Background: an optimization exercise with open tools, aiming at small area, a short achievable clock period and few clock cycles per item. Do not read the settings as production practice.
The RTL was checked by simulation tests, not by an equivalence proof against the original design.
Power is estimated from default activity; no workload was simulated.

==> design.v <==
`default_nettype none `timescale 1ns / 1ns
module shift_add_multiplier #(
    parameter integer WIDTH = 16
) (
    input wire clk,
    input wire reset_n,
    input wire tvalid_slave_1,
    input signed [WIDTH-1:0] tdata_slave_1,
    output wire tready_slave_1,
    input wire tvalid_slave_2,
    input signed [WIDTH-1:0] tdata_slave_2,
    output wire tready_slave_2,
    output reg tvalid_master,
    output reg signed [WIDTH-1:0] tdata_master,
    input wire tready_master
);
  reg held_1;
  reg held_2;
  reg [WIDTH-1:0] factor_a;
  reg [7:0] b_neg;
  reg [7:0] b_one;
  reg [7:0] b_two;
  wire [16:0] b_in = {tdata_slave_2, 1'b0};
  wire [7:0] b_in_neg, b_in_one, b_in_two;
  genvar gk;
  generate
    for (gk = 0; gk < 8; gk = gk + 1) begin : g_enc
      assign b_in_neg[gk] = b_in[2*gk+2];
      assign b_in_one[gk] = b_in[2*gk+1] ^ b_in[2*gk];
      assign b_in_two[gk] = (b_in[2*gk+2] & ~b_in[2*gk+1] & ~b_in[2*gk]) | (~b_in[2*gk+2] & b_in[2*gk+1] & b_in[2*gk]);
    end
  endgenerate
  wire [WIDTH-1:0] product;
  reg mid_valid_1;
  reg pipe_xy253;
  reg pipe_c217;
  reg pipe_xy256;
  reg pipe_s222;
  reg pipe_s187;
  reg pipe_c220;
  reg pipe_c188;
  reg pipe_c223;
  reg pipe_s225;
  reg pipe_s199;
  reg pipe_s228;
  reg pipe_c226;
  reg pipe_s248;
  reg pipe_c246;
  reg pipe_s251;
  reg pipe_c249;
  reg pipe_c252;
  reg pipe_c255;
  reg pipe_g277;
  reg pipe_p278;
  reg pipe_g275;
  reg pipe_p276;
  reg pipe_g281;
  reg pipe_g279;
  reg pipe_p280;
  reg pipe_G296;
  reg pipe_P297;
  reg pipe_g271;
  reg pipe_p272;
  reg pipe_G308;
  reg pipe_P309;
  reg pipe_p274;
  reg pipe_x370;
  reg pipe_x371;
  reg pipe_c229;
  reg pipe_pp1;
  reg pipe_p266;
  reg pipe_r348;
  reg pipe_r349;
  wire room_1 = ~mid_valid_1 | ~tvalid_master;
  wire room_2 = ~tvalid_master;
  wire advance_1 = held_1 & held_2 & (room_1 | tready_master);
  wire advance_2 = mid_valid_1 & (room_2 | tready_master);
  wire input_transaction_1 = tvalid_slave_1 & tready_slave_1;
  wire input_transaction_2 = tvalid_slave_2 & tready_slave_2;
  sam_rdy u_rdy_1 (.held(held_1), .other(held_2), .room(room_1), .tready_master(tready_master), .tready(tready_slave_1));
  sam_rdy u_rdy_2 (.held(held_2), .other(held_1), .room(room_1), .tready_master(tready_master), .tready(tready_slave_2));
  always @(posedge clk) begin
    if (input_transaction_1) factor_a <= tdata_slave_1;
    if (input_transaction_2) begin
      b_neg <= b_in_neg;
      b_one <= b_in_one;
      b_two <= b_in_two;
    end
    if (advance_1) begin
      pipe_xy253 <= xy253;
      pipe_c217 <= c217;
      pipe_xy256 <= xy256;
      pipe_s222 <= s222;
      pipe_s187 <= s187;
      pipe_c220 <= c220;
      pipe_c188 <= c188;
      pipe_c223 <= c223;
      pipe_s225 <= s225;
      pipe_s199 <= s199;
      pipe_s228 <= s228;
      pipe_c226 <= c226;
      pipe_s248 <= s248;
      pipe_c246 <= c246;
      pipe_s251 <= s251;
      pipe_c249 <= c249;
      pipe_c252 <= c252;
      pipe_c255 <= c255;
      pipe_g277 <= g277;
      pipe_p278 <= p278;
      pipe_g275 <= g275;
      pipe_p276 <= p276;
      pipe_g281 <= g281;
      pipe_g279 <= g279;
      pipe_p280 <= p280;
      pipe_G296 <= G296;
      pipe_P297 <= P297;
      pipe_g271 <= g271;
      pipe_p272 <= p272;
      pipe_G308 <= G308;
      pipe_P309 <= P309;
      pipe_p274 <= p274;
      pipe_x370 <= x370;
      pipe_x371 <= x371;
      pipe_c229 <= c229;
      pipe_pp1 <= pp1;
      pipe_p266 <= p266;
      pipe_r348 <= r348;
      pipe_r349 <= r349;
    end
    if (advance_2) tdata_master <= product;
    if (!reset_n) begin
      held_1 <= 1'b0;
      held_2 <= 1'b0;
      mid_valid_1 <= 1'b0;
      tvalid_master <= 1'b0;
    end else begin
      held_1 <= input_transaction_1 | (held_1 & ~advance_1);
      held_2 <= input_transaction_2 | (held_2 & ~advance_1);
      mid_valid_1 <= advance_1 | (mid_valid_1 & ~advance_2);
      tvalid_master <= advance_2 | (tvalid_master & ~tready_master);
    end
  end
  wire [15:0] a = factor_a;
  wire pp1 = b_one[0] & a[0];
  wire pc2 = b_neg[0] & ~pp1;
  wire m3;
  sam_ao22 u_m3 (.x1(a[1]), .x2(a[0]), .one(b_one[0]), .two(b_two[0]), .m(m3));
  wire pp4;
  sam_x2 u_pp4 (.a(m3), .b(b_neg[0]), .y(pp4));
  wire m5;
  sam_ao22 u_m5 (.x1(a[2]), .x2(a[1]), .one(b_one[0]), .two(b_two[0]), .m(m5));
  wire pp6;
  sam_x2 u_pp6 (.a(m5), .b(b_neg[0]), .y(pp6));
  wire m7;
  sam_ao22 u_m7 (.x1(a[3]), .x2(a[2]), .one(b_one[0]), .two(b_two[0]), .m(m7));
  wire pp8;
  sam_x2 u_pp8 (.a(m7), .b(b_neg[0]), .y(pp8));
  wire m9;
  sam_ao22 u_m9 (.x1(a[4]), .x2(a[3]), .one(b_one[0]), .two(b_two[0]), .m(m9));
  wire pp10;
  sam_x2 u_pp10 (.a(m9), .b(b_neg[0]), .y(pp10));
  wire m11;
  sam_ao22 u_m11 (.x1(a[5]), .x2(a[4]), .one(b_one[0]), .two(b_two[0]), .m(m11));
  wire pp12;
  sam_x2 u_pp12 (.a(m11), .b(b_neg[0]), .y(pp12));
  wire m13;
  sam_ao22 u_m13 (.x1(a[6]), .x2(a[5]), .one(b_one[0]), .two(b_two[0]), .m(m13));
  wire pp14;
  sam_x2 u_pp14 (.a(m13), .b(b_neg[0]), .y(pp14));
  wire m15;
  sam_ao22 u_m15 (.x1(a[7]), .x2(a[6]), .one(b_one[0]), .two(b_two[0]), .m(m15));
  wire pp16;
  sam_x2 u_pp16 (.a(m15), .b(b_neg[0]), .y(pp16));
  wire m17;
  sam_ao22 u_m17 (.x1(a[8]), .x2(a[7]), .one(b_one[0]), .two(b_two[0]), .m(m17));
  wire pp18;
  sam_x2 u_pp18 (.a(m17), .b(b_neg[0]), .y(pp18));
  wire m19;
  sam_ao22 u_m19 (.x1(a[9]), .x2(a[8]), .one(b_one[0]), .two(b_two[0]), .m(m19));
  wire pp20;
  sam_x2 u_pp20 (.a(m19), .b(b_neg[0]), .y(pp20));
  wire m21;
  sam_ao22 u_m21 (.x1(a[10]), .x2(a[9]), .one(b_one[0]), .two(b_two[0]), .m(m21));
  wire pp22;
  sam_x2 u_pp22 (.a(m21), .b(b_neg[0]), .y(pp22));
  wire m23;
  sam_ao22 u_m23 (.x1(a[11]), .x2(a[10]), .one(b_one[0]), .two(b_two[0]), .m(m23));
  wire pp24;
  sam_x2 u_pp24 (.a(m23), .b(b_neg[0]), .y(pp24));
  wire m25;
  sam_ao22 u_m25 (.x1(a[12]), .x2(a[11]), .one(b_one[0]), .two(b_two[0]), .m(m25));
  wire pp26;
  sam_x2 u_pp26 (.a(m25), .b(b_neg[0]), .y(pp26));
  wire m27;
  sam_ao22 u_m27 (.x1(a[13]), .x2(a[12]), .one(b_one[0]), .two(b_two[0]), .m(m27));
  wire pp28;
  sam_x2 u_pp28 (.a(m27), .b(b_neg[0]), .y(pp28));
  wire m29;
  sam_ao22 u_m29 (.x1(a[14]), .x2(a[13]), .one(b_one[0]), .two(b_two[0]), .m(m29));
  wire pp30;
  sam_x2 u_pp30 (.a(m29), .b(b_neg[0]), .y(pp30));
  wire m31;
  sam_ao22 u_m31 (.x1(a[15]), .x2(a[14]), .one(b_one[0]), .two(b_two[0]), .m(m31));
  wire pp32;
  sam_x2 u_pp32 (.a(m31), .b(b_neg[0]), .y(pp32));
  wire pp33 = b_one[1] & a[0];
  wire pc34 = b_neg[1] & ~pp33;
  wire m35;
  sam_ao22 u_m35 (.x1(a[1]), .x2(a[0]), .one(b_one[1]), .two(b_two[1]), .m(m35));
  wire pp36;
  sam_x2 u_pp36 (.a(m35), .b(b_neg[1]), .y(pp36));
  wire m37;
  sam_ao22 u_m37 (.x1(a[2]), .x2(a[1]), .one(b_one[1]), .two(b_two[1]), .m(m37));
  wire pp38;
  sam_x2 u_pp38 (.a(m37), .b(b_neg[1]), .y(pp38));
  wire m39;
  sam_ao22 u_m39 (.x1(a[3]), .x2(a[2]), .one(b_one[1]), .two(b_two[1]), .m(m39));
  wire pp40;
  sam_x2 u_pp40 (.a(m39), .b(b_neg[1]), .y(pp40));
  wire m41;
  sam_ao22 u_m41 (.x1(a[4]), .x2(a[3]), .one(b_one[1]), .two(b_two[1]), .m(m41));
  wire pp42;
  sam_x2 u_pp42 (.a(m41), .b(b_neg[1]), .y(pp42));
  wire m43;
  sam_ao22 u_m43 (.x1(a[5]), .x2(a[4]), .one(b_one[1]), .two(b_two[1]), .m(m43));
  wire pp44;
  sam_x2 u_pp44 (.a(m43), .b(b_neg[1]), .y(pp44));
  wire m45;
  sam_ao22 u_m45 (.x1(a[6]), .x2(a[5]), .one(b_one[1]), .two(b_two[1]), .m(m45));
  wire pp46;
  sam_x2 u_pp46 (.a(m45), .b(b_neg[1]), .y(pp46));
  wire m47;
  sam_ao22 u_m47 (.x1(a[7]), .x2(a[6]), .one(b_one[1]), .two(b_two[1]), .m(m47));
  wire pp48;
  sam_x2 u_pp48 (.a(m47), .b(b_neg[1]), .y(pp48));
  wire m49;
  sam_ao22 u_m49 (.x1(a[8]), .x2(a[7]), .one(b_one[1]), .two(b_two[1]), .m(m49));
  wire pp50;
  sam_x2 u_pp50 (.a(m49), .b(b_neg[1]), .y(pp50));
  wire m51;
  sam_ao22 u_m51 (.x1(a[9]), .x2(a[8]), .one(b_one[1]), .two(b_two[1]), .m(m51));
  wire pp52;
  sam_x2 u_pp52 (.a(m51), .b(b_neg[1]), .y(pp52));
  wire m53;
  sam_ao22 u_m53 (.x1(a[10]), .x2(a[9]), .one(b_one[1]), .two(b_two[1]), .m(m53));
  wire pp54;
  sam_x2 u_pp54 (.a(m53), .b(b_neg[1]), .y(pp54));
  wire m55;
  sam_ao22 u_m55 (.x1(a[11]), .x2(a[10]), .one(b_one[1]), .two(b_two[1]), .m(m55));
  wire pp56;
  sam_x2 u_pp56 (.a(m55), .b(b_neg[1]), .y(pp56));
  wire m57;
  sam_ao22 u_m57 (.x1(a[12]), .x2(a[11]), .one(b_one[1]), .two(b_two[1]), .m(m57));
  wire pp58;
  sam_x2 u_pp58 (.a(m57), .b(b_neg[1]), .y(pp58));
  wire m59;
  sam_ao22 u_m59 (.x1(a[13]), .x2(a[12]), .one(b_one[1]), .two(b_two[1]), .m(m59));
  wire pp60;
  sam_x2 u_pp60 (.a(m59), .b(b_neg[1]), .y(pp60));
  wire pp61 = b_one[2] & a[0];
  wire pc62 = b_neg[2] & ~pp61;
  wire m63;
  sam_ao22 u_m63 (.x1(a[1]), .x2(a[0]), .one(b_one[2]), .two(b_two[2]), .m(m63));
  wire pp64;
  sam_x2 u_pp64 (.a(m63), .b(b_neg[2]), .y(pp64));
  wire m65;
  sam_ao22 u_m65 (.x1(a[2]), .x2(a[1]), .one(b_one[2]), .two(b_two[2]), .m(m65));
  wire pp66;
  sam_x2 u_pp66 (.a(m65), .b(b_neg[2]), .y(pp66));
  wire m67;
  sam_ao22 u_m67 (.x1(a[3]), .x2(a[2]), .one(b_one[2]), .two(b_two[2]), .m(m67));
  wire pp68;
  sam_x2 u_pp68 (.a(m67), .b(b_neg[2]), .y(pp68));
  wire m69;
  sam_ao22 u_m69 (.x1(a[4]), .x2(a[3]), .one(b_one[2]), .two(b_two[2]), .m(m69));
  wire pp70;
  sam_x2 u_pp70 (.a(m69), .b(b_neg[2]), .y(pp70));
  wire m71;
  sam_ao22 u_m71 (.x1(a[5]), .x2(a[4]), .one(b_one[2]), .two(b_two[2]), .m(m71));
  wire pp72;
  sam_x2 u_pp72 (.a(m71), .b(b_neg[2]), .y(pp72));
  wire m73;
  sam_ao22 u_m73 (.x1(a[6]), .x2(a[5]), .one(b_one[2]), .two(b_two[2]), .m(m73));
  wire pp74;
  sam_x2 u_pp74 (.a(m73), .b(b_neg[2]), .y(pp74));
  wire m75;
  sam_ao22 u_m75 (.x1(a[7]), .x2(a[6]), .one(b_one[2]), .two(b_two[2]), .m(m75));
  wire pp76;
  sam_x2 u_pp76 (.a(m75), .b(b_neg[2]), .y(pp76));
  wire m77;
  sam_ao22 u_m77 (.x1(a[8]), .x2(a[7]), .one(b_one[2]), .two(b_two[2]), .m(m77));
  wire pp78;
  sam_x2 u_pp78 (.a(m77), .b(b_neg[2]), .y(pp78));
  wire m79;
  sam_ao22 u_m79 (.x1(a[9]), .x2(a[8]), .one(b_one[2]), .two(b_two[2]), .m(m79));
  wire pp80;
  sam_x2 u_pp80 (.a(m79), .b(b_neg[2]), .y(pp80));
  wire m81;
  sam_ao22 u_m81 (.x1(a[10]), .x2(a[9]), .one(b_one[2]), .two(b_two[2]), .m(m81));
  wire pp82;
  sam_x2 u_pp82 (.a(m81), .b(b_neg[2]), .y(pp82));
  wire m83;
  sam_ao22 u_m83 (.x1(a[11]), .x2(a[10]), .one(b_one[2]), .two(b_two[2]), .m(m83));
  wire pp84;
  sam_x2 u_pp84 (.a(m83), .b(b_neg[2]), .y(pp84));
  wire pp85 = b_one[3] & a[0];
  wire pc86 = b_neg[3] & ~pp85;
  wire m87;
  sam_ao22 u_m87 (.x1(a[1]), .x2(a[0]), .one(b_one[3]), .two(b_two[3]), .m(m87));
  wire pp88;
  sam_x2 u_pp88 (.a(m87), .b(b_neg[3]), .y(pp88));
  wire m89;
  sam_ao22 u_m89 (.x1(a[2]), .x2(a[1]), .one(b_one[3]), .two(b_two[3]), .m(m89));
  wire pp90;
  sam_x2 u_pp90 (.a(m89), .b(b_neg[3]), .y(pp90));
  wire m91;
  sam_ao22 u_m91 (.x1(a[3]), .x2(a[2]), .one(b_one[3]), .two(b_two[3]), .m(m91));
  wire pp92;
  sam_x2 u_pp92 (.a(m91), .b(b_neg[3]), .y(pp92));
  wire m93;
  sam_ao22 u_m93 (.x1(a[4]), .x2(a[3]), .one(b_one[3]), .two(b_two[3]), .m(m93));
  wire pp94;
  sam_x2 u_pp94 (.a(m93), .b(b_neg[3]), .y(pp94));
  wire m95;
  sam_ao22 u_m95 (.x1(a[5]), .x2(a[4]), .one(b_one[3]), .two(b_two[3]), .m(m95));
  wire pp96;
  sam_x2 u_pp96 (.a(m95), .b(b_neg[3]), .y(pp96));
  wire m97;
  sam_ao22 u_m97 (.x1(a[6]), .x2(a[5]), .one(b_one[3]), .two(b_two[3]), .m(m97));
  wire pp98;
  sam_x2 u_pp98 (.a(m97), .b(b_neg[3]), .y(pp98));
  wire m99;
  sam_ao22 u_m99 (.x1(a[7]), .x2(a[6]), .one(b_one[3]), .two(b_two[3]), .m(m99));
  wire pp100;
  sam_x2 u_pp100 (.a(m99), .b(b_neg[3]), .y(pp100));
  wire m101;
  sam_ao22 u_m101 (.x1(a[8]), .x2(a[7]), .one(b_one[3]), .two(b_two[3]), .m(m101));
  wire pp102;
  sam_x2 u_pp102 (.a(m101), .b(b_neg[3]), .y(pp102));
  wire m103;
  sam_ao22 u_m103 (.x1(a[9]), .x2(a[8]), .one(b_one[3]), .two(b_two[3]), .m(m103));
  wire pp104;
  sam_x2 u_pp104 (.a(m103), .b(b_neg[3]), .y(pp104));
  wire pp105 = b_one[4] & a[0];
  wire pc106 = b_neg[4] & ~pp105;
  wire m107;
  sam_ao22 u_m107 (.x1(a[1]), .x2(a[0]), .one(b_one[4]), .two(b_two[4]), .m(m107));
  wire pp108;
  sam_x2 u_pp108 (.a(m107), .b(b_neg[4]), .y(pp108));
  wire m109;
  sam_ao22 u_m109 (.x1(a[2]), .x2(a[1]), .one(b_one[4]), .two(b_two[4]), .m(m109));
  wire pp110;
  sam_x2 u_pp110 (.a(m109), .b(b_neg[4]), .y(pp110));
  wire m111;
  sam_ao22 u_m111 (.x1(a[3]), .x2(a[2]), .one(b_one[4]), .two(b_two[4]), .m(m111));
  wire pp112;
  sam_x2 u_pp112 (.a(m111), .b(b_neg[4]), .y(pp112));
  wire m113;
  sam_ao22 u_m113 (.x1(a[4]), .x2(a[3]), .one(b_one[4]), .two(b_two[4]), .m(m113));
  wire pp114;
  sam_x2 u_pp114 (.a(m113), .b(b_neg[4]), .y(pp114));
  wire m115;
  sam_ao22 u_m115 (.x1(a[5]), .x2(a[4]), .one(b_one[4]), .two(b_two[4]), .m(m115));
  wire pp116;
  sam_x2 u_pp116 (.a(m115), .b(b_neg[4]), .y(pp116));
  wire m117;
  sam_ao22 u_m117 (.x1(a[6]), .x2(a[5]), .one(b_one[4]), .two(b_two[4]), .m(m117));
  wire pp118;
  sam_x2 u_pp118 (.a(m117), .b(b_neg[4]), .y(pp118));
  wire m119;
  sam_ao22 u_m119 (.x1(a[7]), .x2(a[6]), .one(b_one[4]), .two(b_two[4]), .m(m119));
  wire pp120;
  sam_x2 u_pp120 (.a(m119), .b(b_neg[4]), .y(pp120));
  wire pp121 = b_one[5] & a[0];
  wire pc122 = b_neg[5] & ~pp121;
  wire m123;
  sam_ao22 u_m123 (.x1(a[1]), .x2(a[0]), .one(b_one[5]), .two(b_two[5]), .m(m123));
  wire pp124;
  sam_x2 u_pp124 (.a(m123), .b(b_neg[5]), .y(pp124));
  wire m125;
  sam_ao22 u_m125 (.x1(a[2]), .x2(a[1]), .one(b_one[5]), .two(b_two[5]), .m(m125));
  wire pp126;
  sam_x2 u_pp126 (.a(m125), .b(b_neg[5]), .y(pp126));
  wire m127;
  sam_ao22 u_m127 (.x1(a[3]), .x2(a[2]), .one(b_one[5]), .two(b_two[5]), .m(m127));
  wire pp128;
  sam_x2 u_pp128 (.a(m127), .b(b_neg[5]), .y(pp128));
  wire m129;
  sam_ao22 u_m129 (.x1(a[4]), .x2(a[3]), .one(b_one[5]), .two(b_two[5]), .m(m129));
  wire pp130;
  sam_x2 u_pp130 (.a(m129), .b(b_neg[5]), .y(pp130));
  wire m131;
  sam_ao22 u_m131 (.x1(a[5]), .x2(a[4]), .one(b_one[5]), .two(b_two[5]), .m(m131));
  wire pp132;
  sam_x2 u_pp132 (.a(m131), .b(b_neg[5]), .y(pp132));
  wire pp133 = b_one[6] & a[0];
  wire pc134 = b_neg[6] & ~pp133;
  wire m135;
  sam_ao22 u_m135 (.x1(a[1]), .x2(a[0]), .one(b_one[6]), .two(b_two[6]), .m(m135));
  wire pp136;
  sam_x2 u_pp136 (.a(m135), .b(b_neg[6]), .y(pp136));
  wire m137;
  sam_ao22 u_m137 (.x1(a[2]), .x2(a[1]), .one(b_one[6]), .two(b_two[6]), .m(m137));
  wire pp138;
  sam_x2 u_pp138 (.a(m137), .b(b_neg[6]), .y(pp138));
  wire m139;
  sam_ao22 u_m139 (.x1(a[3]), .x2(a[2]), .one(b_one[6]), .two(b_two[6]), .m(m139));
  wire pp140;
  sam_x2 u_pp140 (.a(m139), .b(b_neg[6]), .y(pp140));
  wire pp141 = b_one[7] & a[0];
  wire pc142 = b_neg[7] & ~pp141;
  wire m143;
  sam_ao22 u_m143 (.x1(a[1]), .x2(a[0]), .one(b_one[7]), .two(b_two[7]), .m(m143));
  wire pp144;
  sam_x2 u_pp144 (.a(m143), .b(b_neg[7]), .y(pp144));
  wire s145, s146;
  sam_ha u_s145 (.a(pc122), .b(pp24), .s(s145), .co(s146));
  wire xy147;
  sam_x2 u_xy147 (.a(pp133), .b(pp26), .y(xy147));
  wire s148;
  sam_x2 u_s148 (.a(xy147), .b(pp54), .y(s148));
  wire c149;
  sam_maj u_c149 (.a(pp133), .b(pp26), .c(pp54), .y(c149));
  wire xy150;
  sam_x2 u_xy150 (.a(pc134), .b(pp28), .y(xy150));
  wire s151;
  sam_x2 u_s151 (.a(xy150), .b(pp56), .y(s151));
  wire c152;
  sam_maj u_c152 (.a(pc134), .b(pp28), .c(pp56), .y(c152));
  wire s153, s154;
  sam_ha u_s153 (.a(pp80), .b(pp100), .s(s153), .co(s154));
  wire xy155;
  sam_x2 u_xy155 (.a(pp141), .b(pp30), .y(xy155));
  wire s156;
  sam_x2 u_s156 (.a(xy155), .b(pp58), .y(s156));
  wire c157;
  sam_maj u_c157 (.a(pp141), .b(pp30), .c(pp58), .y(c157));
  wire xy158;
  sam_x2 u_xy158 (.a(pp82), .b(pp102), .y(xy158));
  wire s159;
  sam_x2 u_s159 (.a(xy158), .b(pp118), .y(s159));
  wire c160;
  sam_maj u_c160 (.a(pp82), .b(pp102), .c(pp118), .y(c160));
  wire s161, s162;
  sam_ha u_s161 (.a(pc86), .b(pp16), .s(s161), .co(s162));
  wire xy163;
  sam_x2 u_xy163 (.a(pp105), .b(pp18), .y(xy163));
  wire s164;
  sam_x2 u_s164 (.a(xy163), .b(pp46), .y(s164));
  wire c165;
  sam_maj u_c165 (.a(pp105), .b(pp18), .c(pp46), .y(c165));
  wire xy166;
  sam_x2 u_xy166 (.a(pc106), .b(pp20), .y(xy166));
  wire s167;
  sam_x2 u_s167 (.a(xy166), .b(pp48), .y(s167));
  wire c168;
  sam_maj u_c168 (.a(pc106), .b(pp20), .c(pp48), .y(c168));
  wire s169, s170;
  sam_ha u_s169 (.a(pp72), .b(pp92), .s(s169), .co(s170));
  wire xy171;
  sam_x2 u_xy171 (.a(pp121), .b(pp22), .y(xy171));
  wire s172;
  sam_x2 u_s172 (.a(xy171), .b(pp50), .y(s172));
  wire c173;
  sam_maj u_c173 (.a(pp121), .b(pp22), .c(pp50), .y(c173));
  wire xy174;
  sam_x2 u_xy174 (.a(pp74), .b(pp94), .y(xy174));
  wire s175;
  sam_x2 u_s175 (.a(xy174), .b(pp110), .y(s175));
  wire c176;
  sam_maj u_c176 (.a(pp74), .b(pp94), .c(pp110), .y(c176));
  wire xy177;
  sam_x2 u_xy177 (.a(pp52), .b(pp76), .y(xy177));
  wire s178;
  sam_x2 u_s178 (.a(xy177), .b(pp96), .y(s178));
  wire c179;
  sam_maj u_c179 (.a(pp52), .b(pp76), .c(pp96), .y(c179));
  wire xy180;
  sam_x2 u_xy180 (.a(pp112), .b(pp124), .y(xy180));
  wire s181;
  sam_x2 u_s181 (.a(xy180), .b(s145), .y(s181));
  wire c182;
  sam_maj u_c182 (.a(pp112), .b(pp124), .c(s145), .y(c182));
  wire xy183;
  sam_x2 u_xy183 (.a(pp78), .b(pp98), .y(xy183));
  wire s184;
  sam_x2 u_s184 (.a(xy183), .b(pp114), .y(s184));
  wire c185;
  sam_maj u_c185 (.a(pp78), .b(pp98), .c(pp114), .y(c185));
  wire xy186;
  sam_x2 u_xy186 (.a(pp126), .b(s146), .y(xy186));
  wire s187;
  sam_x2 u_s187 (.a(xy186), .b(s148), .y(s187));
  wire c188;
  sam_maj u_c188 (.a(pp126), .b(s146), .c(s148), .y(c188));
  wire xy189;
  sam_x2 u_xy189 (.a(pp116), .b(pp128), .y(xy189));
  wire s190;
  sam_x2 u_s190 (.a(xy189), .b(pp136), .y(s190));
  wire c191;
  sam_maj u_c191 (.a(pp116), .b(pp128), .c(pp136), .y(c191));
  wire xy192;
  sam_x2 u_xy192 (.a(s153), .b(c149), .y(xy192));
  wire s193;
  sam_x2 u_s193 (.a(xy192), .b(s151), .y(s193));
  wire c194;
  sam_maj u_c194 (.a(s153), .b(c149), .c(s151), .y(c194));
  wire xy195;
  sam_x2 u_xy195 (.a(pp130), .b(pp138), .y(xy195));
  wire s196;
  sam_x2 u_s196 (.a(xy195), .b(s154), .y(s196));
  wire c197;
  sam_maj u_c197 (.a(pp130), .b(pp138), .c(s154), .y(c197));
  wire xy198;
  sam_x2 u_xy198 (.a(c152), .b(s156), .y(xy198));
  wire s199;
  sam_x2 u_s199 (.a(xy198), .b(s159), .y(s199));
  wire c200;
  sam_maj u_c200 (.a(c152), .b(s156), .c(s159), .y(c200));
  wire s201, s202;
  sam_ha u_s201 (.a(pc62), .b(pp12), .s(s201), .co(s202));
  wire xy203;
  sam_x2 u_xy203 (.a(pp85), .b(pp14), .y(xy203));
  wire s204;
  sam_x2 u_s204 (.a(xy203), .b(pp42), .y(s204));
  wire c205;
  sam_maj u_c205 (.a(pp85), .b(pp14), .c(pp42), .y(c205));
  wire xy206;
  sam_x2 u_xy206 (.a(pp44), .b(pp68), .y(xy206));
  wire s207;
  sam_x2 u_s207 (.a(xy206), .b(pp88), .y(s207));
  wire c208;
  sam_maj u_c208 (.a(pp44), .b(pp68), .c(pp88), .y(c208));
  wire xy209;
  sam_x2 u_xy209 (.a(pp70), .b(pp90), .y(xy209));
  wire s210;
  sam_x2 u_s210 (.a(xy209), .b(s162), .y(s210));
  wire c211;
  sam_maj u_c211 (.a(pp70), .b(pp90), .c(s162), .y(c211));
  wire xy212;
  sam_x2 u_xy212 (.a(pp108), .b(s169), .y(xy212));
  wire s213;
  sam_x2 u_s213 (.a(xy212), .b(c165), .y(s213));
  wire c214;
  sam_maj u_c214 (.a(pp108), .b(s169), .c(c165), .y(c214));
  wire xy215;
  sam_x2 u_xy215 (.a(s170), .b(c168), .y(xy215));
  wire s216;
  sam_x2 u_s216 (.a(xy215), .b(s172), .y(s216));
  wire c217;
  sam_maj u_c217 (.a(s170), .b(c168), .c(s172), .y(c217));
  wire xy218;
  sam_x2 u_xy218 (.a(c173), .b(c176), .y(xy218));
  wire s219;
  sam_x2 u_s219 (.a(xy218), .b(s178), .y(s219));
  wire c220;
  sam_maj u_c220 (.a(c173), .b(c176), .c(s178), .y(c220));
  wire xy221;
  sam_x2 u_xy221 (.a(c179), .b(s184), .y(xy221));
  wire s222;
  sam_x2 u_s222 (.a(xy221), .b(c182), .y(s222));
  wire c223;
  sam_maj u_c223 (.a(c179), .b(s184), .c(c182), .y(c223));
  wire xy224;
  sam_x2 u_xy224 (.a(c185), .b(s190), .y(xy224));
  wire s225;
  sam_x2 u_s225 (.a(xy224), .b(s193), .y(s225));
  wire c226;
  sam_maj u_c226 (.a(c185), .b(s190), .c(s193), .y(c226));
  wire xy227;
  sam_x2 u_xy227 (.a(c191), .b(s196), .y(xy227));
  wire s228;
  sam_x2 u_s228 (.a(xy227), .b(c194), .y(s228));
  wire c229;
  sam_maj u_c229 (.a(c191), .b(s196), .c(c194), .y(c229));
  wire s230, s231;
  sam_ha u_s230 (.a(pc34), .b(pp8), .s(s230), .co(s231));
  wire xy232;
  sam_x2 u_xy232 (.a(pp61), .b(pp10), .y(xy232));
  wire s233;
  sam_x2 u_s233 (.a(xy232), .b(pp38), .y(s233));
  wire c234;
  sam_maj u_c234 (.a(pp61), .b(pp10), .c(pp38), .y(c234));
  wire xy235;
  sam_x2 u_xy235 (.a(pp40), .b(pp64), .y(xy235));
  wire s236;
  sam_x2 u_s236 (.a(xy235), .b(s201), .y(s236));
  wire c237;
  sam_maj u_c237 (.a(pp40), .b(pp64), .c(s201), .y(c237));
  wire xy238;
  sam_x2 u_xy238 (.a(pp66), .b(s202), .y(xy238));
  wire s239;
  sam_x2 u_s239 (.a(xy238), .b(s204), .y(s239));
  wire c240;
  sam_maj u_c240 (.a(pp66), .b(s202), .c(s204), .y(c240));
  wire xy241;
  sam_x2 u_xy241 (.a(s161), .b(c205), .y(xy241));
  wire s242;
  sam_x2 u_s242 (.a(xy241), .b(s207), .y(s242));
  wire c243;
  sam_maj u_c243 (.a(s161), .b(c205), .c(s207), .y(c243));
  wire xy244;
  sam_x2 u_xy244 (.a(c208), .b(s164), .y(xy244));
  wire s245;
  sam_x2 u_s245 (.a(xy244), .b(s210), .y(s245));
  wire c246;
  sam_maj u_c246 (.a(c208), .b(s164), .c(s210), .y(c246));
  wire xy247;
  sam_x2 u_xy247 (.a(s167), .b(c211), .y(xy247));
  wire s248;
  sam_x2 u_s248 (.a(xy247), .b(s213), .y(s248));
  wire c249;
  sam_maj u_c249 (.a(s167), .b(c211), .c(s213), .y(c249));
  wire xy250;
  sam_x2 u_xy250 (.a(s175), .b(c214), .y(xy250));
  wire s251;
  sam_x2 u_s251 (.a(xy250), .b(s216), .y(s251));
  wire c252;
  sam_maj u_c252 (.a(s175), .b(c214), .c(s216), .y(c252));
  wire xy253;
  sam_x2 u_xy253 (.a(s181), .b(s219), .y(xy253));
  wire s254;
  sam_x2 u_s254 (.a(pipe_xy253), .b(pipe_c217), .y(s254));
  wire c255;
  sam_maj u_c255 (.a(s181), .b(s219), .c(c217), .y(c255));
  wire xy256;
  sam_x2 u_xy256 (.a(s187), .b(c220), .y(xy256));
  wire s257;
  sam_x2 u_s257 (.a(pipe_xy256), .b(pipe_s222), .y(s257));
  wire c258;
  sam_maj u_c258 (.a(pipe_s187), .b(pipe_c220), .c(pipe_s222), .y(c258));
  wire xy259;
  sam_x2 u_xy259 (.a(pipe_c188), .b(pipe_c223), .y(xy259));
  wire s260;
  sam_x2 u_s260 (.a(xy259), .b(pipe_s225), .y(s260));
  wire c261;
  sam_maj u_c261 (.a(pipe_c188), .b(pipe_c223), .c(pipe_s225), .y(c261));
  wire xy262;
  sam_x2 u_xy262 (.a(pipe_s199), .b(pipe_s228), .y(xy262));
  wire s263;
  sam_x2 u_s263 (.a(xy262), .b(pipe_c226), .y(s263));
  wire c264;
  sam_maj u_c264 (.a(pipe_s199), .b(pipe_s228), .c(pipe_c226), .y(c264));
  wire g265 = pc2 & pp4;
  wire p266 = pc2 ^ pp4;
  wire g267 = pp33 & pp6;
  wire p268 = pp33 ^ pp6;
  wire g269 = pp36 & s230;
  wire p270 = pp36 ^ s230;
  wire g271 = s233 & s231;
  wire p272 = s233 ^ s231;
  wire g273 = s236 & c234;
  wire p274 = s236 ^ c234;
  wire g275 = s239 & c237;
  wire p276 = s239 ^ c237;
  wire g277 = s242 & c240;
  wire p278 = s242 ^ c240;
  wire g279 = s245 & c243;
  wire p280 = s245 ^ c243;
  wire g281 = s248 & c246;
  wire p282 = pipe_s248 ^ pipe_c246;
  wire g283 = pipe_s251 & pipe_c249;
  wire p284 = pipe_s251 ^ pipe_c249;
  wire g285 = s254 & pipe_c252;
  wire p286 = s254 ^ pipe_c252;
  wire g287 = s257 & pipe_c255;
  wire p288 = s257 ^ pipe_c255;
  wire g289 = s260 & c258;
  wire p290 = s260 ^ c258;
  wire g291 = s263 & c261;
  wire p292 = s263 ^ c261;
  wire P293 = p266 & pp1;
  wire G294 = g269 | (p270 & g267);
  wire P295 = p270 & p268;
  wire G296 = g273 | (p274 & g271);
  wire P297 = p274 & p272;
  wire G298 = pipe_g277 | (pipe_p278 & pipe_g275);
  wire P299 = pipe_p278 & pipe_p276;
  wire G300 = pipe_g281 | (p282 & pipe_g279);
  wire P301 = p282 & pipe_p280;
  wire G302 = g285 | (p286 & g283);
  wire P303 = p286 & p284;
  wire G304 = g289 | (p290 & g287);
  wire P305 = p290 & p288;
  wire G306 = g267 | (p268 & g265);
  wire P307 = p268 & P293;
  wire G308 = G294 | (P295 & g265);
  wire P309 = P295 & P293;
  wire G310 = pipe_g275 | (pipe_p276 & pipe_G296);
  wire P311 = pipe_p276 & pipe_P297;
  wire G312 = G298 | (P299 & pipe_G296);
  wire P313 = P299 & pipe_P297;
  wire G314 = g283 | (p284 & G300);
  wire P315 = p284 & P301;
  wire G316 = G302 | (P303 & G300);
  wire P317 = P303 & P301;
  wire G318 = g291 | (p292 & G304);
  wire P319 = p292 & P305;
  wire G320 = pipe_g271 | (pipe_p272 & pipe_G308);
  wire P321 = pipe_p272 & pipe_P309;
  wire G322 = pipe_G296 | (pipe_P297 & pipe_G308);
  wire P323 = pipe_P297 & pipe_P309;
  wire G324 = G310 | (P311 & pipe_G308);
  wire P325 = P311 & pipe_P309;
  wire G326 = G312 | (P313 & pipe_G308);
  wire P327 = P313 & pipe_P309;
  wire G328 = g287 | (p288 & G316);
  wire P329 = p288 & P317;
  wire G330 = G304 | (P305 & G316);
  wire P331 = P305 & P317;
  wire G332 = G318 | (P319 & G316);
  wire P333 = P319 & P317;
  wire G334 = pipe_g279 | (pipe_p280 & G326);
  wire P335 = pipe_p280 & P327;
  wire G336 = G300 | (P301 & G326);
  wire P337 = P301 & P327;
  wire G338 = G314 | (P315 & G326);
  wire P339 = P315 & P327;
  wire G340 = G316 | (P317 & G326);
  wire P341 = P317 & P327;
  wire G342 = G328 | (P329 & G326);
  wire P343 = P329 & P327;
  wire G344 = G330 | (P331 & G326);
  wire P345 = P331 & P327;
  wire G346 = G332 | (P333 & G326);
  wire P347 = P333 & P327;
  wire r348 = p268 ^ g265;
  wire r349 = p270 ^ G306;
  wire r350 = pipe_p272 ^ pipe_G308;
  wire r351 = pipe_p274 ^ G320;
  wire r352 = pipe_p276 ^ G322;
  wire r353 = pipe_p278 ^ G324;
  wire r354 = pipe_p280 ^ G326;
  wire r355 = p282 ^ G334;
  wire r356 = p284 ^ G336;
  wire r357 = p286 ^ G338;
  wire r358 = p288 ^ G340;
  wire r359 = p290 ^ G342;
  wire r360 = p292 ^ G344;
  wire x361;
  sam_x2 u_x361 (.a(pc142), .b(pp104), .y(x361));
  wire x362;
  sam_x2 u_x362 (.a(pp120), .b(pp132), .y(x362));
  wire x363;
  sam_x2 u_x363 (.a(pp140), .b(pp144), .y(x363));
  wire x364;
  sam_x2 u_x364 (.a(pp32), .b(pp60), .y(x364));
  wire x365;
  sam_x2 u_x365 (.a(pp84), .b(x361), .y(x365));
  wire x366;
  sam_x2 u_x366 (.a(x362), .b(x363), .y(x366));
  wire x367;
  sam_x2 u_x367 (.a(x364), .b(c157), .y(x367));
  wire x368;
  sam_x2 u_x368 (.a(c160), .b(x365), .y(x368));
  wire x369;
  sam_x2 u_x369 (.a(x366), .b(x367), .y(x369));
  wire x370;
  sam_x2 u_x370 (.a(c197), .b(x368), .y(x370));
  wire x371;
  sam_x2 u_x371 (.a(x369), .b(c200), .y(x371));
  wire x372;
  sam_x2 u_x372 (.a(pipe_x370), .b(pipe_x371), .y(x372));
  wire x373;
  sam_x2 u_x373 (.a(pipe_c229), .b(x372), .y(x373));
  wire x374;
  sam_x2 u_x374 (.a(c264), .b(x373), .y(x374));
  wire x375;
  sam_x2 u_x375 (.a(x374), .b(G346), .y(x375));
  assign product = {x375, r360, r359, r358, r357, r356, r355, r354, r353, r352, r351, r350, pipe_r349, pipe_r348, pipe_p266, pipe_pp1};
endmodule
module sam_rdy (
    input wire held,
    input wire other,
    input wire room,
    input wire tready_master,
    output wire tready
);
  assign tready = ~held | (other & (room | tready_master));
endmodule
module sam_fa (
    input wire a,
    input wire b,
    input wire c,
    output wire s,
    output wire co
);
  assign s  = a ^ b ^ c;
  assign co = (a & b) | (a & c) | (b & c);
endmodule
module sam_ha (
    input wire a,
    input wire b,
    output wire s,
    output wire co
);
  assign s  = a ^ b;
  assign co = a & b;
endmodule
module sam_x2 (
    input wire a,
    input wire b,
    output wire y
);
  assign y = a ^ b;
endmodule
module sam_maj (
    input wire a,
    input wire b,
    input wire c,
    output wire y
);
  assign y = (a & b) | (a & c) | (b & c);
endmodule
module sam_ao22 (
    input wire x1,
    input wire x2,
    input wire one,
    input wire two,
    output wire m
);
  assign m = (one & x1) | (two & x2);
endmodule
module sam_bsel (
    input wire x1,
    input wire x2,
    input wire one,
    input wire two,
    input wire neg,
    output wire pp
);
  assign pp = ((one & x1) | (two & x2)) ^ neg;
endmodule
==> flow/run.sh <==
#!/bin/bash
# The standard layout (standard.sh), with the port buffers that global
# placement inserts made from the smallest buffer cell instead of the default.
set -euo pipefail
export BUFFER_PORTS_ARGS="-buffer_cell sky130_fd_sc_hd__buf_1"
bash standard.sh > standard.log 2>&1
==> standard.sh <==
#!/bin/bash
# synth_recipe.tcl (not shown) runs the flow's synth.tcl, then flattens the netlist and writes it again
# the make line also repeats each setting of config.mk as NAME=value (left out here)
make -C /OpenROAD-flow-scripts/flow DESIGN_CONFIG=/design/flow/config.mk WORK_HOME=/design/flow/orfs CLKGATE_MAP_FILE= SYNTH_SCRIPT=/design/flow/synth_recipe.tcl "${@:-finish}"
==> config.mk <==
export PLATFORM = sky130hd
export DESIGN_NAME = shift_add_multiplier
export DESIGN_NICKNAME = shift_add_multiplier
export VERILOG_FILES = /design/flow/design.v
export SDC_FILE = /design/flow/constraint.sdc
export NUM_CORES = 4
export LEC_CHECK = 0
export CAP_MARGIN = 0
export CORE_MARGIN = 2
export CORE_UTILIZATION = 40
export CTS_BUF_LIST = sky130_fd_sc_hd__clkbuf_8
export GPL_TIMING_DRIVEN = 0
export SETUP_SLACK_MARGIN = 2.3
export SLEW_MARGIN = 0
export SYNTH_HIERARCHICAL = 1
==> constraint.sdc <==
create_clock -name core_clock -period 5.0 [get_ports {clk}]
set_input_delay 1.0000 -clock core_clock [delete_from_list [all_inputs] [get_ports {clk}]]
set_output_delay 1.0000 -clock core_clock [all_outputs]
set_load 0.01 [all_outputs]
==> results.toml, run 1 <==
[place]
dp.final_hpwl_um = 8280
gp_congestion = 0.830
portBuffers = 55

[critical_path]
cp_top_family = "adder cells"
cp_data_arrival_time_ps = 2590
r2r_start = "b_one[1]$_DFFE_PP_"
cp-startpoint = "b_one[1]$_DFFE_PP_"
cpMostUsedCell = "xor2_1"
worstPathRequired_ps = 5130
end_kind = "flip-flop"
cp_slowest_cell = "edfxtp_1"
slowest_delay_ps = 640
cp-start-kind = "flip-flop"
cp_cell_sequence = "a22o_1 > xor2_1 > maj3_2 > xor2_1 > xor2_1 > maj3_2"
crit_fanout = 14
worstSetupPathType = "reg2reg"
timing.critical_path.buf_inv = 0

[clock_tree]
clock_latency_ps = 380
cts_sinks = 98
clk_pin_slew_worst_paths_ps = 90
cts_tree = "yes"
cts_root_buf = "clkbuf_8"
cts-htree-levels = 3
cts_buffers = 9
postCtsResizedCells = 0
cts_buffer_depth = 2

[run_status]
status = "no timing/DRC/antenna violations"

[routing]
vias = 3840
via_per_inst = 5.15
drtPass1Iterations = 4
wl_met3_um = 365
drt.antenna.violating_nets = 0
wirelength_met1_um = 5110
post_drt_wl_per_cell_um = 15.0
wirelength_um = 11200
drtIter0Drc = 198
drcViolationCount = 0
top_layer_used = "met4"
dr_wl_met2_um = 5460

[power]
p_sw_uw = 811
p_int_mw = 1.77
powerDensity_mw_per_mm2 = 371
clkPwrFrac_pct = 21.7
swShare_pct = 31.5
seq_power_share_pct = 43.8
comb_power_share_pct = 34.5
ir_worst_vdd_mv = 0.177
p_leak_nw = 2.67

[global_routing]
grt_pass1_vias = 3753
antenna_found_initial = 0
track_usage_pct = 14.4
grt_pass1_wl_um = 18500
grt_overflow = 0
grt_max_degree = 39

[floorplan]
fp.coreArea_mm2 = 0.0151
die_area_mm2 = 0.0165
ioPinCount = 56
die_y_um = 128
initial_core_util_pct = 40.8
die_w_um = 128
row_count = 45

[logic_synthesis]
syn_inst = 479
synthXorXnorAreaFrac_pct = 23.8
synthMuxAreaShare_pct = 0.162
synth.avg_cell_area_um2 = 12.9
ys_types = 31
syn_area_mm2 = 0.00618
synth-simple-area-share_pct = 5.67
synth_fp_nets = 538
ys_seq_area_share_pct = 47.0
yosys_warnings = 7
synth_compound_area_share_pct = 12.1
synth_fa_ha_area_share_pct = 11.1
synth_top_family_by_area = "XOR/XNOR gates"
ys_seq_elements = 98

[cells_and_area]
drive_gt1_share_pct = 11.3
fin_util_pct = 45.8
fin_nets = 612
areaGrowthSynthToFinish_pct = 12.3
n_fill_cell = 1392
n_antenna_cell = 0

[sta]
slew_headroom_pct = 23.9
hold_viol = 0
period_share_pct = 49.2
setup_tns_ps = 0
finalMaxSlewViolations = 0
post-route-min-period_ps = 2460
setup_viol = 0
tightestPinTransition_ps = 1140
holdWs_ps = 426
grt_setup_unrepaired = "false"
fmax_mhz = 407
skew_ps = 9.31

[hold_path]
hold_class = "reg2reg"
hp-start = "pipe_r349$_DFFE_PP_"

[flow_run]
cap_violations = 0
==> state kept, by name, indices dropped and copies added, names as in the netlist, 8 cells and up <==
signal / count
factor_a: 16
b_two: 8
b_one: 8
b_neg: 8
tdata_master: 16
==> power groups by stage <==
stage / sequential [mW] / combinational [mW] / clock (mW)
after floorplan: 1.13 / 0.724 / 0
after global placement: 1.15 / 0.862 / 0
after detailed placement: 1.16 / 0.880 / 0
after CTS: 1.14 / 0.885 / 0.579
after global routing: 1.14 / 1.01 / 0.605
final: 1.13 / 0.888 / 0.560
==> timing repair <==
| item | in CTS | in global routing |
|---|---|---|
| setup endpoints to repair | 0 | 1 |
| hold buffers | 0 | 0 |
| buffers inserted | 0 | 8 |
==> cells in the final DEF (no fill, tap or decap), drive strengths merged, types with 8 or more instances in the layout <==
cell	synthesis	final
o21ai	10	10
edfxtp	94	94
buf	0	63
ha	21	21
nor2b	15	15
maj3	36	36
nand2b	8	8
clkbuf	0	9
and2	12	12
xor2	162	162
a22o	64	64
==> Yosys stat by module (local to each module, per instance) <==
module / cells / times used
shift_add_multiplier: 218 / 1
sam_ha: 1 / 6
sam_maj: 1 / 36
sam_ao22: 1 / 64
sam_rdy: 2 / 2
sam_x2: 1 / 151
==> cells by family (layout without fill, tap and decap cells) <==
logic type / Yosys count / in the layout
simple gates: 59 / 59
fa+ha+maj: 58 / 58
compound gates: 93 / 93
buf+inv: 2 / 81
mux: 1 / 1
flops: 98 / 98
xor+xnor: 168 / 168
==> through the flow <==
| step | instances | setup slack [ps] | total power, mW | instance area, um^2 |
|---|---|---|---|---|
| global route | 746 | 2420 | 2.75 | 6940 |
| global placement | 722 | 2160 | 2.02 | 6620 |
| floorplan | 479 | 2600 | 1.85 | 6180 |
| CTS | 738 | 2460 | 2.60 | 6840 |
| detailed placement | 722 | 2040 | 2.04 | 6630 |
| finish | 746 | 2540 | 2.58 | 6940 |
==> cell usage after synthesis <==
master	number	area [um^2]
a21oi_1	3	15.0
a21oi_2	2	17.5
a21boi_0	3	22.5
xnor2_1	6	52.6
o21ai_0	8	40.0
o21a_1	2	15.0
nand3_1	2	10.0
o21ai_1	2	10.0
or2_2	1	6.26
dfxtp_1	4	80.1
and3_1	1	6.26
inv_1	2	7.51
o31ai_1	1	7.51
fa_1	1	20.0
mux2i_1	1	10.0
nand2b_1	8	50.1
nor3_1	1	5.00
o311ai_1	1	8.76
nor2_1	7	26.3
ha_1	21	263
or4b_1	1	10.0
and2_1	12	75.1
edfxtp_1	94	2820
a21o_1	6	45.0
nor2b_1	15	93.8
nand3b_1	7	52.6
a22o_1	64	561
maj3_2	36	405
nand2_1	4	15.0
xor2_1	162	1420
o31a_1	1	8.76
==> worst paths after layout <==
check	to	slack [ps]	depth (start not counted)
min	tdata_master[3]$_DFFE_PP_	430	0
min reg2reg	tdata_master[3]$_DFFE_PP_	430	0
max	pipe_c226$_DFFE_PP_	2540	6
max reg2reg	pipe_c226$_DFFE_PP_	2540	6
==> layer usage <==
metal  vias up  GRT usage [%]
li1       1931              -
met2        68           25.2
met3        19           2.13
met5         -              0
met1      1822           17.5
met4         0           6.98
==> layout make-up <==
| cell class | count | area (um^2) | area share [%] |
|---|---|---|---|
| Multi-Input combinational cell | 379 | 3270 | 47.2 |
| Sequential cell | 98 | 2900 | 41.8 |
| Timing Repair Buffer | 63 | 304 | 4.38 |
| Tap cell | 188 | 235 | 3.39 |
| Clock buffer | 9 | 124 | 1.79 |
| Clock inverter | 7 | 92.6 | 1.33 |
| Inverter | 2 | 7.51 | 0.108 |
==> worst reg2reg max path, stage by stage, from the launching register on <==
cell,delay (ps)
edfxtp_1,640
a22o_1,340
xor2_1,180
maj3_2,380
xor2_1,170
xor2_1,180
maj3_2,320
Testbench counts, summed over its fixed seeds: cycles 1,224, items 1,200.
==> inputs of run 2 (changes only) <==
==> flow/run.sh (replaced) <==
#!/bin/bash
# The standard layout (standard.sh), with the port buffers that global
# placement inserts made from the smallest buffer cell, and clock tree
# synthesis building larger sink clusters without dummy loads.
set -euo pipefail
export BUFFER_PORTS_ARGS="-buffer_cell sky130_fd_sc_hd__buf_1"
export CTS_ARGS="-sink_clustering_enable -repair_clock_nets -buf_list sky130_fd_sc_hd__clkbuf_8 -sink_clustering_size 24 -dont_use_dummy_load"
bash standard.sh > standard.log 2>&1
==> run 2 against run 1 <==
Still clean on timing, DRC and antenna. Via count fell by 0.29%. Final cell count fell by 0.94%. Fmax fell by 0.41%. First-iteration DRC count fell by 5.1%. Clock skew rose by 17 ps. Area after synthesis did not move. Combinational power barely moved. Critical path type unchanged. Largest power group unchanged.
==> results.toml, run 2 <==
[sta]
setup_viol = 0
setup_tns_ps = 0
hold_viol = 0
fmax_mhz = 405
slew_headroom_pct = 23.4
finalMaxSlewViolations = 0
grt_setup_unrepaired = "false"
tightestPinTransition_ps = 1150
skew_ps = 25.8
period_share_pct = 49.4
post-route-min-period_ps = 2470

[routing]
vias = 3829
drtPass1Iterations = 4
via_per_inst = 5.18
drcViolationCount = 0
post_drt_wl_per_cell_um = 15.1
wirelength_um = 11200
drt.antenna.violating_nets = 0
drtIter0Drc = 188

[power]
comb_power_share_pct = 36.6
powerDensity_mw_per_mm2 = 353
clkPwrFrac_pct = 16.6
p_leak_nw = 2.62
swShare_pct = 31.9
p_sw_uw = 770
ir_worst_vdd_mv = 0.177
seq_power_share_pct = 46.8
p_total_mw = 2.42
p_int_mw = 1.65

[logic_synthesis]
synthTopCellsByCount = "xor2_1 (162), edfxtp_1 (94), a22o_1 (64)"
synth_fp_nets = 538
ys_seq_area_share_pct = 47.0
synth.avg_cell_area_um2 = 12.9
ys_seq_elements = 98
synthTopCellsByArea = "edfxtp_1 (46%), xor2_1 (23%), a22o_1 (9.1%)"
synth_ff_type = "edfxtp_1"
syn_area_mm2 = 0.00618
yosys_warnings = 7
synth_top_area_share_pct = 45.7
async_flop_share_pct = 0
synth_top_cell_by_area = "edfxtp_1"
synth.most_common_cell = "xor2_1"
syn_inst = 479
synth-edff-count = 94
ys_types = 31

[cells_and_area]
multi_input_area_mm2 = 0.00327
largest_registers = "factor_a x16, tdata_master x16"
mostFrequentLayoutCells = "xor2_1 (162), edfxtp_1 (94), a22o_1 (64), buf_1 (55), maj3_2 (36)"
regArea_mm2 = 0.00290
fin_nets = 612
drive_gt1_share_pct = 10.5
layout_commonest_cell = "xor2_1"
n_fill_cell = 1397
n_antenna_cell = 0
areaGrowthSynthToFinish_pct = 10.8

[critical_path]
worstSetupPathType = "reg2reg"
end_kind = "flip-flop"
crit_fanout = 7
reg2reg_to = "pipe_c223$_DFFE_PP_"
cp-startpoint = "b_two[0]$_DFFE_PP_"
cp-start-kind = "flip-flop"
r2r_slack_ps = 2530
reg2reg_depth = 6
r2r_start = "b_two[0]$_DFFE_PP_"
cp_data_arrival_time_ps = 2580
worstPathRequired_ps = 5110

[place]
portBuffers = 55
gp_congestion = 0.830
dp.final_hpwl_um = 8280

[global_routing]
grt_pass1_vias = 3740
grt_max_degree = 39
grt_pass1_wl_um = 18500
grt_overflow = 0
track_usage_pct = 14.4
antenna_found_initial = 0

[clock_tree]
cts_tree = "yes"
cts_sinks = 98
clock_latency_ps = 380
cts-htree-levels = 3
postCtsResizedCells = 0
cts_hold_buf = 0
clk_pin_slew_worst_paths_ps = 90
cts_buffer_depth = 2
cts_root_buf = "clkbuf_8"
cts_buffers = 9
postCtsSetupRepairBufs = 0

[run_status]
status = "no timing/DRC/antenna violations"

[floorplan]
row_count = 45
die_w_um = 128
die_area_mm2 = 0.0165
fp.coreArea_mm2 = 0.0151
die_y_um = 128
initial_core_util_pct = 40.8
ioPinCount = 56

[hold_path]
hp-start = "pipe_r349$_DFFE_PP_"
holdPathStages = 0
hold_path_end = "tdata_master[3]$_DFFE_PP_"
hold_class = "reg2reg"

[flow_run]
cap_violations = 0
run 2: cell counts after synthesis:
No cell type changed its count.
run 2: power groups by stage:
stage	clock (mW)	sequential, mW	combinational (mW)
6_report	0.401	1.13	0.885
5_1_grt	0.447	1.14	1.01
4_1_cts	0.417	1.14	0.885
3_5_place_dp	0	1.16	0.880
3_3_place_gp	0	1.15	0.862
2_1_floorplan	0	1.13	0.724
run 2: how the worst max path moves through the flow:
stage	to	slack [ps]	cells after the start
global placement	pipe_x371$_DFFE_PP_	2160	5
global route	pipe_c255$_DFFE_PP_	2410	6
finish	pipe_c223$_DFFE_PP_	2530	6
CTS	pipe_s199$_DFFE_PP_	2440	5
detailed placement	pipe_x371$_DFFE_PP_	2040	5
floorplan	pipe_G296$_DFFE_PP_	2600	4
run 2: metrics by stage:
step	worst slack, ps	util, %	instances	hold slack, ps	instance area (um^2)
finish	2530	45.2	739	429	6850
global route	2410	45.2	739	432	6850
CTS	2440	44.6	731	425	6750
detailed placement	2040	43.7	722	407	6630
global placement	2160	43.7	722	403	6620
floorplan	2600	-	479	400	6180
run 2: per-module statistics from Yosys (local to each module, per instance):
module,flip-flops and latches,cells
shift_add_multiplier,98,218
sam_ha,0,1
sam_maj,0,1
sam_ao22,0,1
sam_rdy,0,2
sam_x2,0,1
run 2: cell families after synthesis:
logic type | synth area share (%)
mux | 0.162
xor+xnor | 23.8
compound gates | 12.1
flops | 47.0
simple gates | 5.67
buf+inv | 0.122
fa+ha+maj | 11.1
run 2: cell type report:
type | instances | share of cell area [%]
multi-input combinational | 379 | 47.8
sequential | 98 | 42.4
timing repair buffer | 63 | 4.44
tap | 188 | 3.44
clock buffer | 9 | 1.81
inverter | 2 | 0.110
run 2: per-layer routing:
metal  GRT usage, %  part of all wire [%]  vias to the layer above
met4           6.79                   1.7                        0
met3           2.13                   3.5                       12
met2           25.0                    50                       69
met1           17.7                    45                     1825
li1               -                     -                     1923
met5              0                     0                        -
run 2: worst max-delay path, stage by stage (launching register included):
cell and delay (ps):
edfxtp_1 540, buf_12 200, a22o_1 220, xor2_1 260
ha_1 330, maj3_2 340, maj3_2 310
==> inputs of run 3 (changes only) <==
--- a/design.v
+++ b/design.v
@@ -56,3 +56,2 @@
   reg pipe_p276;
-  reg pipe_g281;
   reg pipe_g279;
@@ -111,3 +110,2 @@
       pipe_p276 <= p276;
-      pipe_g281 <= g281;
       pipe_g279 <= g279;
@@ -659,3 +657,3 @@
   wire p280 = s245 ^ c243;
-  wire g281 = s248 & c246;
+  wire g281 = pipe_s248 & pipe_c246;
   wire p282 = pipe_s248 ^ pipe_c246;
@@ -678,3 +676,3 @@
   wire P299 = pipe_p278 & pipe_p276;
-  wire G300 = pipe_g281 | (p282 & pipe_g279);
+  wire G300 = g281 | (p282 & pipe_g279);
   wire P301 = p282 & pipe_p280;
--- a/config.mk
+++ b/config.mk
@@ -12,3 +12,3 @@
 export GPL_TIMING_DRIVEN = 0
-export SETUP_SLACK_MARGIN = 2.3
+export SETUP_SLACK_MARGIN = 2.4
 export SLEW_MARGIN = 0
==> run 3 against run 2 <==
Power decreased by 0.71%. Clock power decreased by 1%. First-iteration DRC count decreased by 32%. Combinational power about the same. Routed wire length decreased by 1.6%. Sequential power about the same. Design area about the same. Sequential share of layout area decreased by 0.48 points. Final cell count increased by 0.54%. Area after synthesis decreased by 0.34%. Worst setup slack about the same. Clock skew decreased by 1.7 ps. Largest power group unchanged.
==> results.toml, run 3 <==
[critical_path]
worstSetupPathType = "reg2reg"
crit_fanout = 14
worstPathRequired_ps = 5110
cp-start-kind = "flip-flop"
cp_data_arrival_time_ps = 2580
end_kind = "flip-flop"
r2r_start = "b_neg[1]$_DFFE_PP_"
cp-startpoint = "b_neg[1]$_DFFE_PP_"

[sta]
finalMaxSlewViolations = 0
setup_tns_ps = 0
post-route-min-period_ps = 2470
fmax_mhz = 405
skew_ps = 24.1
grt_setup_unrepaired = "false"
holdWs_ps = 422
hold_viol = 0
setup_viol = 0
period_share_pct = 49.4
slew_headroom_pct = 25.3
tightestPinTransition_ps = 1120

[global_routing]
antenna_found_initial = 0
grt_overflow = 0
track_usage_pct = 14.6
grt_pass1_wl_um = 18600
grt_max_degree = 38
grt_pass1_vias = 3864

[hold_path]
hold_class = "reg2reg"
hp-start = "pipe_r349$_DFFE_PP_"

[clock_tree]
cts_sinks = 97
cts_buffer_depth = 2
cts_root_buf = "clkbuf_8"
clk_pin_slew_worst_paths_ps = 90
postCtsResizedCells = 0
clock_latency_ps = 380
cts_buffers = 9
cts_tree = "yes"
cts-htree-levels = 3

[cells_and_area]
drive_gt1_share_pct = 10.6
fin_nets = 617
n_antenna_cell = 0
mostFrequentLayoutCells = "xor2_1 (162), edfxtp_1 (93), a22o_1 (64), buf_1 (55), maj3_2 (36)"
areaGrowthSynthToFinish_pct = 11.3
largest_registers = "factor_a x16, tdata_master x16"
layout_commonest_cell = "xor2_1"

[logic_synthesis]
syn_inst = 481
async_flop_share_pct = 0
synth_top_area_share_pct = 45.3
synth.avg_cell_area_um2 = 12.8
ys_seq_elements = 97
synthTopCellsByArea = "edfxtp_1 (45%), xor2_1 (23%), a22o_1 (9.1%)"
ys_seq_area_share_pct = 46.6
synthTopCellsByCount = "xor2_1 (162), edfxtp_1 (93), a22o_1 (64)"
synth-edff-count = 93
syn_area_mm2 = 0.00616
synth.most_common_cell = "xor2_1"
ys_types = 33
synth_ff_type = "edfxtp_1"
yosys_warnings = 7
synth_fp_nets = 541
synth_top_cell_by_area = "edfxtp_1"

[routing]
drcViolationCount = 0
vias = 3805
via_per_inst = 5.12
wirelength_um = 11000
drtPass1Iterations = 4
drt.antenna.violating_nets = 0
drtIter0Drc = 127
post_drt_wl_per_cell_um = 14.8

[place]
portBuffers = 55
gp_congestion = 0.810
dp.final_hpwl_um = 8240

[floorplan]
row_count = 45
ioPinCount = 56
die_y_um = 128
die_area_mm2 = 0.0164
die_w_um = 128
initial_core_util_pct = 40.7
fp.coreArea_mm2 = 0.0151

[power]
powerDensity_mw_per_mm2 = 350
p_leak_nw = 2.62
p_int_mw = 1.63
seq_power_share_pct = 46.5
comb_power_share_pct = 37.0
p_sw_uw = 769
clkPwrFrac_pct = 16.5
swShare_pct = 32.0
ir_worst_vdd_mv = 0.148

[flow_run]
cap_violations = 0

[run_status]
status = "no timing/DRC/antenna violations"
## run 3: cell types whose count changed after synthesis, sizes merged, moves of 2 or more
cell / before / now
nand2: 4 / 7
nand4: 0 / 2
nor2: 7 / 9
nor2b: 15 / 13
xnor2: 6 / 4
## run 3: cell families (layout without fill, tap and decap cells)
| logic type | after synthesis | count (layout) | share of synthesized area, % |
|---|---|---|---|
| compound gates | 94 | 94 | 12.2 |
| simple gates | 64 | 64 | 6.09 |
| flops | 97 | 97 | 46.6 |
| buf+inv | 1 | 75 | 0.0609 |
| xor+xnor | 166 | 166 | 23.6 |
| fa+ha+maj | 59 | 59 | 11.4 |
## run 3: final cells by class
cell class | instances | area, um^2
Tap cell | 188 | 235
Inverter | 1 | 3.75
Fill cell | 1412 | 8290
Clock buffer | 9 | 124
Sequential cell | 97 | 2870
Multi-Input combinational cell | 383 | 3290
Timing Repair Buffer | 65 | 332
## run 3: timing repair
item	in CTS	in global routing
hold buffers	0	0
buffers inserted	0	9
setup endpoints to repair	0	3
## run 3: per-stage QoR
step | cell area (um^2) | power, mW | setup WS, ps | cells | util (%)
after detailed placement | 6600 | 2.02 | 2120 | 724 | 43.6
after global routing | 6850 | 2.58 | 2400 | 743 | 45.2
final | 6850 | 2.40 | 2530 | 743 | 45.2
after global placement | 6600 | 2.00 | 2190 | 724 | 43.6
after floorplan | 6160 | 1.84 | 2620 | 481 | -
after CTS | 6730 | 2.42 | 2440 | 733 | 44.4
## run 3: per-module statistics from Yosys (local to each module, per instance)
module	area (um^2)	cells inside	copies in the design	flip-flops and latches
sam_ao22	8.76	1	64	0
sam_rdy	8.76	2	2	0
sam_ha	12.5	1	6	0
shift_add_multiplier	3780	220	1	97
sam_x2	8.76	1	151	0
sam_maj	11.3	1	36	0
## run 3: worst paths after layout
path	cells after the start	slack, ps	to
worst max register to register	5	2530	pipe_c226$_DFFE_PP_
worst min-delay path	0	420	tdata_master[3]$_DFFE_PP_
worst min register to register	0	420	tdata_master[3]$_DFFE_PP_
worst max-delay path	5	2530	pipe_c226$_DFFE_PP_
## run 3: per-layer routing
| layer | part of all wire [%] | track usage, % |
|---|---|---|
| met1 | 46 | 18.0 |
| met3 | 3.6 | 2.59 |
| met2 | 48 | 24.5 |
| met5 | 0 | 0 |
| met4 | 2.4 | 7.50 |
## run 3: worst max-delay path: stages, from the launching register on
cell and delay [ps]:
edfxtp_1 870, xor2_1 250, maj3_2 380, xor2_1 170, xor2_1 180, maj3_2 330
## run 3: power by group through the flow
stage                     logic (mW)  clock network [mW]  registers [mW]
after floorplan                0.720                   0            1.12
after detailed placement       0.877                   0            1.14
after global placement         0.859                   0            1.14
after CTS                      0.880               0.413            1.13
final                          0.888               0.395            1.12
after global routing            1.01               0.443            1.13
Testbench counts of run 3, summed over its fixed seeds: cycles 1,224, items 1,200.
==> inputs of run 4 (changes only) <==
--- a/design.v
+++ b/design.v
@@ -56,2 +56,3 @@
   reg pipe_p276;
+  reg pipe_g281;
   reg pipe_g279;
@@ -110,2 +111,3 @@
       pipe_p276 <= p276;
+      pipe_g281 <= g281;
       pipe_g279 <= g279;
@@ -657,3 +659,3 @@
   wire p280 = s245 ^ c243;
-  wire g281 = pipe_s248 & pipe_c246;
+  wire g281 = s248 & c246;
   wire p282 = pipe_s248 ^ pipe_c246;
@@ -676,3 +678,3 @@
   wire P299 = pipe_p278 & pipe_p276;
-  wire G300 = g281 | (p282 & pipe_g279);
+  wire G300 = pipe_g281 | (p282 & pipe_g279);
   wire P301 = p282 & pipe_p280;
--- a/flow/run.sh
+++ b/flow/run.sh
@@ -6,3 +6,3 @@
 export BUFFER_PORTS_ARGS="-buffer_cell sky130_fd_sc_hd__buf_1"
-export CTS_ARGS="-sink_clustering_enable -repair_clock_nets -buf_list sky130_fd_sc_hd__clkbuf_8 -sink_clustering_size 24 -dont_use_dummy_load"
+export CTS_ARGS="-sink_clustering_enable -repair_clock_nets -buf_list sky130_fd_sc_hd__clkbuf_8 -sink_clustering_size 30 -sink_clustering_max_diameter 150 -dont_use_dummy_load"
 bash standard.sh > standard.log 2>&1
--- a/config.mk
+++ b/config.mk
@@ -12,3 +12,3 @@
 export GPL_TIMING_DRIVEN = 0
-export SETUP_SLACK_MARGIN = 2.4
+export SETUP_SLACK_MARGIN = 2.3
 export SLEW_MARGIN = 0
==> run 4 against run 3 <==
Sequential power about the same. Worst hold slack improved by 6.4 ps. Routed wire length rose by 1.6%. Critical path type unchanged.
==> results.toml, run 4 <==
[cells_and_area]
drive_gt1_share_pct = 10.5
mostFrequentLayoutCells = "xor2_1 (162), edfxtp_1 (94), a22o_1 (64), buf_1 (55), maj3_2 (36)"
fin_nets = 612
largest_registers = "factor_a x16, tdata_master x16"
finalNonFillerCells = 739
multi_input_area_mm2 = 0.00327
fin_util_pct = 45.2
regArea_mm2 = 0.00290
n_fill_cell = 1397

[clock_tree]
cts_buffer_depth = 2
cts_root_buf = "clkbuf_8"
cts_tree = "yes"
cts_buffers = 9
cts_sinks = 98
clock_latency_ps = 380

[critical_path]
reg2reg_to = "pipe_c223$_DFFE_PP_"
cp_cell_sequence = "buf_12 > a22o_1 > xor2_1 > ha_1 > maj3_2 > maj3_2"
r2r_start = "b_two[0]$_DFFE_PP_"
cp-start-kind = "flip-flop"
crit_fanout = 7
worstPathRequired_ps = 5110
reg2reg_depth = 6
cp_slowest_cell = "edfxtp_1"
cpMostUsedCell = "maj3_2"
worstSetupPathType = "reg2reg"

[sta]
grt_setup_unrepaired = "false"
setup_tns_ps = 0
post-route-min-period_ps = 2470
hold_viol = 0
holdWs_ps = 429
fmax_mhz = 405
skew_ps = 25.8
period_share_pct = 49.4
tightestPinTransition_ps = 1150

[floorplan]
row_count = 45
ioPinCount = 56
die_area_mm2 = 0.0165
initial_core_util_pct = 40.8
die_w_um = 128
fp.coreArea_mm2 = 0.0151

[power]
p_sw_uw = 770
seq_power_share_pct = 46.8
swShare_pct = 31.9
powerDensity_mw_per_mm2 = 353
comb_power_share_pct = 36.6
ir_worst_vdd_mv = 0.177

[logic_synthesis]
ys_seq_area_share_pct = 47.0
synth-edff-count = 94
syn_area_mm2 = 0.00618
synth_top_cell_by_area = "edfxtp_1"
synthTopCellsByArea = "edfxtp_1 (46%), xor2_1 (23%), a22o_1 (9.1%)"
ys_types = 31
async_flop_share_pct = 0
synth.most_common_cell = "xor2_1"
yosys_warnings = 7
syn_inst = 479
synth_top_area_share_pct = 45.7
ys_seq_elements = 98

[global_routing]
grt_overflow = 0
grt_pass1_wl_um = 18500
track_usage_pct = 14.4
grt_max_degree = 39

[routing]
drtPass1Iterations = 4
vias = 3829
wirelength_um = 11200

[run_status]
status = "no timing/DRC/antenna violations"

[hold_path]
hp-start = "pipe_r349$_DFFE_PP_"
holdPathStages = 0
hold_class = "reg2reg"

[place]
gp_congestion = 0.830
portBuffers = 55
run 4: modules after synthesis, one instance, submodules excluded:
module,times used,flops+latches
sam_x2,151,0
shift_add_multiplier,1,98
sam_ao22,64,0
sam_rdy,2,0
sam_ha,6,0
sam_maj,36,0
run 4: area by class of cell:
class	count	area share (%)
multi-input combinational	379	47.8
timing repair buffer	63	4.44
tap	188	3.44
inverter	2	0.110
sequential	98	42.4
clock buffer	9	1.81
run 4: metrics by stage:
stage,worst slack [ps],power [mW]
6_report,2530,2.42
5_1_grt,2410,2.59
4_1_cts,2440,2.44
3_5_place_dp,2040,2.04
3_3_place_gp,2160,2.02
2_1_floorplan,2600,1.85
run 4: critical path, delay by kind of cell, from the launching register on:
kind                     cells  cell delay [ps]
adder cells (fa/ha/maj)      3              980
AO/OA/AOI/OAI                1              220
flip-flops                   1              540
buffers and inverters        1              200
XOR/XNOR                     1              260
run 4: worst max-delay path by stage:
stage | from | endpoint | slack (ps)
after floorplan | tready_master | pipe_G296$_DFFE_PP_ | 2600
after global placement | tready_master | pipe_x371$_DFFE_PP_ | 2160
after detailed placement | tready_master | pipe_x371$_DFFE_PP_ | 2040
after CTS | tready_master | pipe_s199$_DFFE_PP_ | 2440
after global routing | factor_a[1]$_DFFE_PP_ | pipe_c255$_DFFE_PP_ | 2410
final | b_two[0]$_DFFE_PP_ | pipe_c223$_DFFE_PP_ | 2530
run 4: timing repair:
item | CTS | global route
setup buffers | 0 | 8
hold buffers | 0 | 0
resized for setup | 0 | 0
setup endpoints to repair | 0 | 1
run 4: kinds of logic (layout without fill, tap and decap cells):
group,Yosys count,after routing,share of synthesized area [%]
xor gates and xnor gates,168,168,23.8
DFF,98,98,47.0
AOI/OAI and AO/OA,93,93,12.1
and+or+nand+nor,59,59,5.67
adders and majority gates,58,58,11.1
buffers and inverters,2,74,0.122
muxes,1,1,0.162
run 4: power groups by stage:
| stage | combinational, mW | sequential [mW] | clock, mW |
|---|---|---|---|
| after floorplan | 0.724 | 1.13 | 0 |
| after global placement | 0.862 | 1.15 | 0 |
| after detailed placement | 0.880 | 1.16 | 0 |
| after CTS | 0.885 | 1.14 | 0.417 |
| after global routing | 1.01 | 1.14 | 0.447 |
| final | 0.885 | 1.13 | 0.401 |
run 4: routing by layer:
layer  up-vias  track usage (%)  wire length (um)
met5         -                0                 0
met4         0             6.79               187
met3        12             2.13               391
met2        69             25.0              5540
met1      1825             17.7              5050
li1       1923                -                 -
Testbench counts of run 4, summed over its fixed seeds: cycles 1,224, items 1,200.
